Source: an optimization exercise on an open RTL-to-GDS flow (aim: small area and a short achievable clock period). Production flows keep margins and buffers that such runs may drop.
The RTL was checked by simulation tests, not by an equivalence proof against the original design.
No activity file was given, so power comes from the tool's default toggle rates.

Setup of the reference run:
==> flow/design.v <==
module L1_cache #(
    parameter CTID = 0)
    (
    input logic clock,
    input logic reset,
    input logic [31:0] PCF,                  
    input logic [31:0] addr_rst,             
    input logic [1:0] tid_fetch,             
    input logic [31:0] br_target,            
    input logic [1:0] tid_br,                
    input logic [31:0] l2addr,               
    input logic [1:0] l2_tid,                
    input logic [127:0] l2_line,             
    input logic l2_valid_rsp,                
    output logic br_req,                     
    output logic req_spec,                   
    output logic req_refill,                 
    output logic [31:0] instr                
    );
    logic         active;       
    logic [27:0]  tag;          
    logic [127:0] data;         
    logic         zeroed;       
    genvar gi;
    localparam integer NF = 8;
    logic [NF:0]   tid_ok;      
    logic [NF-1:0] fill_w, fill_wn;
    logic [127:0]  blk;         
    generate
        for (gi = 0; gi <= NF; gi++) begin : g_tid
            if (CTID == 0) begin : g_t0
                L1_nor2 u_tidok (.a(l2_tid[0]), .b(l2_tid[1]), .y(tid_ok[gi]));
            end else begin : g_tn
                assign tid_ok[gi] = (l2_tid == CTID);
            end
        end
        for (gi = 0; gi < NF; gi++) begin : g_fill
            L1_fdec u_fdec (.valid(l2_valid_rsp), .tid_ok(tid_ok[gi]), .f(fill_w[gi]), .fn(fill_wn[gi]));
        end
        for (gi = 0; gi < 128; gi++) begin : g_blk
            L1_sel2 u_blk (.s(fill_w[gi/(128/NF)]), .sn(fill_wn[gi/(128/NF)]), .a(l2_line[gi]), .b(data[gi]), .y(blk[gi]));
        end
    endgenerate
    logic fill, fill_n, tload, thold;
    L1_fdec u_fdec_t (.valid(l2_valid_rsp), .tid_ok(tid_ok[NF]), .f(fill), .fn(fill_n));
    assign tload = fill & ~reset;
    assign thold = fill_n & ~reset;
    logic [27:0] tag_d;
    generate
        for (gi = 0; gi < 28; gi++) begin : g_tag
            L1_sel2 u_tag (.s(tload), .sn(thold), .a(l2addr[gi+4]), .b(tag[gi]), .y(tag_d[gi]));
        end
    endgenerate
    logic [6:0] ne_p, ne_b;
    generate
        for (gi = 0; gi < 7; gi++) begin : g_cmp
            L1_ne4 u_nep (.a(PCF[4*gi+7 -: 4]), .t(tag[4*gi+3 -: 4]), .ne(ne_p[gi]));
            L1_ne4 u_neb (.a(br_target[4*gi+7 -: 4]), .t(tag[4*gi+3 -: 4]), .ne(ne_b[gi]));
        end
    endgenerate
    logic miss_p, ok;
    assign miss_p = |ne_p;
    assign ok     = fill | ~zeroed;             
    localparam integer NH = 4;
    logic       ao_n;
    logic [3:0] pe;
    logic [NH-1:0] hn;
    assign ao_n = ~(active & ok);
    L1_nor2 u_pe0 (.a(ne_p[0]), .b(ne_p[1]), .y(pe[0]));
    L1_nor2 u_pe1 (.a(ne_p[2]), .b(ne_p[3]), .y(pe[1]));
    L1_nor2 u_pe2 (.a(ne_p[4]), .b(ne_p[5]), .y(pe[2]));
    L1_nor2 u_pe3 (.a(ne_p[6]), .b(ao_n),    .y(pe[3]));
    generate
        for (gi = 0; gi < NH; gi++) begin : g_hit
            L1_nand4 u_hn (.a(pe), .y(hn[gi]));
        end
    endgenerate
    localparam integer NW = 2;
    logic [NW:0] nm;
    logic [NW:0][3:0] wsel_c;
    generate
        for (gi = 0; gi <= NW; gi++) begin : g_wdec
            L1_nor2 u_nm (.a(PCF[1]), .b(PCF[0]), .y(nm[gi]));
            L1_wdec u_wdec (.a(PCF[3:2]), .nm(nm[gi]), .s(wsel_c[gi]));
        end
        for (gi = 0; gi < 32; gi++) begin : g_out
            L1_word u_out (.s(wsel_c[gi/(32/NW)]), .d({blk[96+gi], blk[64+gi], blk[32+gi], blk[gi]}), .hn(hn[gi/(32/NH)]), .y(instr[gi]));
        end
    endgenerate
    assign req_spec   = active & ~miss_p & wsel_c[NW][3];
    assign req_refill = active & miss_p;
    assign br_req     = ~active & (tid_br == CTID) & (|ne_b);
    always_ff @(posedge clock) begin
        active <= (tid_fetch == CTID);
        data   <= blk;
        tag    <= tag_d;
        zeroed <= reset | (zeroed & fill_n);
    end
endmodule
module L1_fdec (input logic valid, input logic tid_ok, output logic f, output logic fn);
    assign f  = valid & tid_ok;
    assign fn = ~(valid & tid_ok);
endmodule
module L1_sel2 (input logic s, input logic sn, input logic a, input logic b, output logic y);
    assign y = (s & a) | (sn & b);
endmodule
module L1_ne4 (input logic [3:0] a, input logic [3:0] t, output logic ne);
    assign ne = |(a ^ t);
endmodule
module L1_word (input logic [3:0] s, input logic [3:0] d, input logic hn, output logic y);
    assign y = ~hn & (|(s & d));
endmodule
module L1_nor2 (input logic a, input logic b, output logic y);
    assign y = ~(a | b);
endmodule
module L1_nand4 (input logic [3:0] a, output logic y);
    assign y = ~(&a);
endmodule
module L1_wdec (input logic [1:0] a, input logic nm, output logic [3:0] s);
    assign s[3] = nm &  a[1] &  a[0];
    assign s[2] = nm &  a[1] & ~a[0];
    assign s[1] = nm & ~a[1] &  a[0];
    assign s[0] = ~(nm & (a[1] | a[0]));
endmodule
==> flow/config.mk <==
export PLATFORM = sky130hd
export DESIGN_NAME = L1_cache
export DESIGN_NICKNAME = L1_cache
export VERILOG_FILES = /design/flow/design.v
export SDC_FILE = /design/flow/constraint.sdc
export NUM_CORES = 4
export LEC_CHECK = 0
export CAP_MARGIN = 20
export CORE_MARGIN = 2
export CORE_UTILIZATION = 40
export CTS_BUF_LIST = sky130_fd_sc_hd__clkbuf_4 sky130_fd_sc_hd__clkbuf_8
export SETUP_SLACK_MARGIN = 2.2
export SLEW_MARGIN = 20
export SYNTH_HIERARCHICAL = 1
==> flow/constraint.sdc <==
create_clock -name core_clock -period 6.0 [get_ports {clock}]
set_input_delay 1.2000 -clock core_clock [delete_from_list [all_inputs] [get_ports {clock}]]
set_output_delay 1.2000 -clock core_clock [all_outputs]
set_load 0.01 [all_outputs]
standard.sh (not shown) runs the stock make flow with config.mk's settings and CLKGATE_MAP_FILE= SYNTH_SCRIPT=/design/flow/synth_recipe.tcl, a recipe that flattens the netlist after the stock synthesis.
==> flow/flow/run.sh <==
#!/bin/bash
# Standard ORFS layout; the only change is that port buffers use the smallest buffer cell.
set -euo pipefail
export BUFFER_PORTS_ARGS="-buffer_cell sky130_fd_sc_hd__buf_1"
bash standard.sh > standard_flow.log 2>&1
## Diff of input files: the trial run against the reference run
-- flow/design.v --
<<< the reference run, line 23
    logic         zeroed;       
    genvar gi;
    localparam integer NF = 8;
    logic [NF:0]   tid_ok;      
    logic [NF-1:0] fill_w, fill_wn;
    logic [127:0]  blk;         
    generate
        for (gi = 0; gi <= NF; gi++) begin : g_tid
            if (CTID == 0) begin : g_t0
                L1_nor2 u_tidok (.a(l2_tid[0]), .b(l2_tid[1]), .y(tid_ok[gi]));
            end else begin : g_tn
                assign tid_ok[gi] = (l2_tid == CTID);
            end
        end
        for (gi = 0; gi < NF; gi++) begin : g_fill
            L1_fdec u_fdec (.valid(l2_valid_rsp), .tid_ok(tid_ok[gi]), .f(fill_w[gi]), .fn(fill_wn[gi]));
        end
        for (gi = 0; gi < 128; gi++) begin : g_blk
            L1_sel2 u_blk (.s(fill_w[gi/(128/NF)]), .sn(fill_wn[gi/(128/NF)]), .a(l2_line[gi]), .b(data[gi]), .y(blk[gi]));
        end
    endgenerate
    logic fill, fill_n, tload, thold;
    L1_fdec u_fdec_t (.valid(l2_valid_rsp), .tid_ok(tid_ok[NF]), .f(fill), .fn(fill_n));
    assign tload = fill & ~reset;
    assign thold = fill_n & ~reset;
>>> the trial run, line 23
    logic         zeroed;       
    genvar gi;
    logic         tid_ok;       
    assign tid_ok = (l2_tid == CTID);
    logic [3:0]   fill_w, fill_wn;
    logic [127:0] blk;          
    generate
        for (gi = 0; gi < 4; gi++) begin : g_fill
            L1_fdec u_fdec (.valid(l2_valid_rsp), .tid_ok(tid_ok), .f(fill_w[gi]), .fn(fill_wn[gi]));
        end
        for (gi = 0; gi < 128; gi++) begin : g_blk
            L1_sel2 u_blk (.s(fill_w[gi/32]), .sn(fill_wn[gi/32]), .a(l2_line[gi]), .b(data[gi]), .y(blk[gi]));
        end
    endgenerate
    logic fill, fill_n, tload, thold;
    L1_fdec u_fdec_t (.valid(l2_valid_rsp), .tid_ok(tid_ok), .f(fill), .fn(fill_n));
    assign tload = fill & ~reset;
    assign thold = fill_n & ~reset;
<<< the reference run, line 76
        end
    endgenerate
    localparam integer NW = 2;
    logic [NW:0] nm;
    logic [NW:0][3:0] wsel_c;
    generate
        for (gi = 0; gi <= NW; gi++) begin : g_wdec
            L1_nor2 u_nm (.a(PCF[1]), .b(PCF[0]), .y(nm[gi]));
            L1_wdec u_wdec (.a(PCF[3:2]), .nm(nm[gi]), .s(wsel_c[gi]));
        end
        for (gi = 0; gi < 32; gi++) begin : g_out
            L1_word u_out (.s(wsel_c[gi/(32/NW)]), .d({blk[96+gi], blk[64+gi], blk[32+gi], blk[gi]}), .hn(hn[gi/(32/NH)]), .y(instr[gi]));
        end
    endgenerate
    assign req_spec   = active & ~miss_p & wsel_c[NW][3];
    assign req_refill = active & miss_p;
    assign br_req     = ~active & (tid_br == CTID) & (|ne_b);
>>> the trial run, line 69
        end
    endgenerate
    logic [3:0] wsel;
    assign wsel[3] = (PCF[3:0] == 4'hc);
    assign wsel[2] = (PCF[3:0] == 4'h8);
    assign wsel[1] = (PCF[3:0] == 4'h4);
    assign wsel[0] = ~(wsel[3] | wsel[2] | wsel[1]);
    generate
        for (gi = 0; gi < 32; gi++) begin : g_out
            L1_word u_out (.s(wsel), .d({blk[96+gi], blk[64+gi], blk[32+gi], blk[gi]}), .hn(hn[gi/(32/NH)]), .y(instr[gi]));
        end
    endgenerate
    assign req_spec   = active & ~miss_p & wsel[3];
    assign req_refill = active & miss_p;
    assign br_req     = ~active & (tid_br == CTID) & (|ne_b);
<<< the reference run, line 117
    assign y = ~(&a);
endmodule
module L1_wdec (input logic [1:0] a, input logic nm, output logic [3:0] s);
    assign s[3] = nm &  a[1] &  a[0];
    assign s[2] = nm &  a[1] & ~a[0];
    assign s[1] = nm & ~a[1] &  a[0];
    assign s[0] = ~(nm & (a[1] | a[0]));
endmodule
>>> the trial run, line 108
    assign y = ~(&a);
endmodule
## What came out
Having completed the whole flow, the trial run delivered a layout that passed the timing, design-rule and antenna checks.
Against the reference run as the reference, the trial run delivers a lower height of the chip.
Changes observed in the trial run relative to the reference run: global routing met3 resource utilization saw an increase; synthesized netlist net count now smaller; share of total power consumed by net switching shrank by 1.4 points.
Post-layout worst setup margin: the trial run < the reference run
Changes observed in the trial run relative to the reference run: final total power up 7.9%, fraction of power consumed by the clock network up 3.5 points, multi-input combinational cell area flat.
Per the comparison of the trial run with the reference run, via count normalized by instance count has increased; deepest level of the CTS H-tree has remained practically unchanged.
| via count | the trial run vs the reference run | about 2% higher |
Sort the reference run and the trial run by clock tree buffer count of the final layout asc -> top: the trial run

port drivers added, routing unchanged:
No port has a modelled driver above. Below, the same layouts with a new extraction and two added sets of constraints.
Step 1, drivers: a clkbuf_16 drives clock and a buf_2 each remaining input, both assumed.
Step 2 times the ports against the registers' clock, not the clock port: input delays grow and output delays shrink by t, the midpoint of the rising clock arrivals with the driver on.
a / b / c = no drivers / after step 1 / after step 2; a / b = the first two.
| run | t, ns | setup WS [ns] | hold WS [ns] | worst data-port slew with drivers (ns) |
|---|---|---|---|---|
| the reference run | 0.479 | 2.240 / 2.183 / 2.183 | 0.471 / 0.471 / 0.471 | 0.07 |
| the trial run | 0.485 | 2.201 / 2.155 / 2.155 | 0.474 / 0.474 / 0.474 | 0.07 |
After both steps setup and hold are still met in every run listed. For the reference run, which loses most, drivers alone change the setup slack by -0.057 ns; drivers and shift together by -0.057 ns.
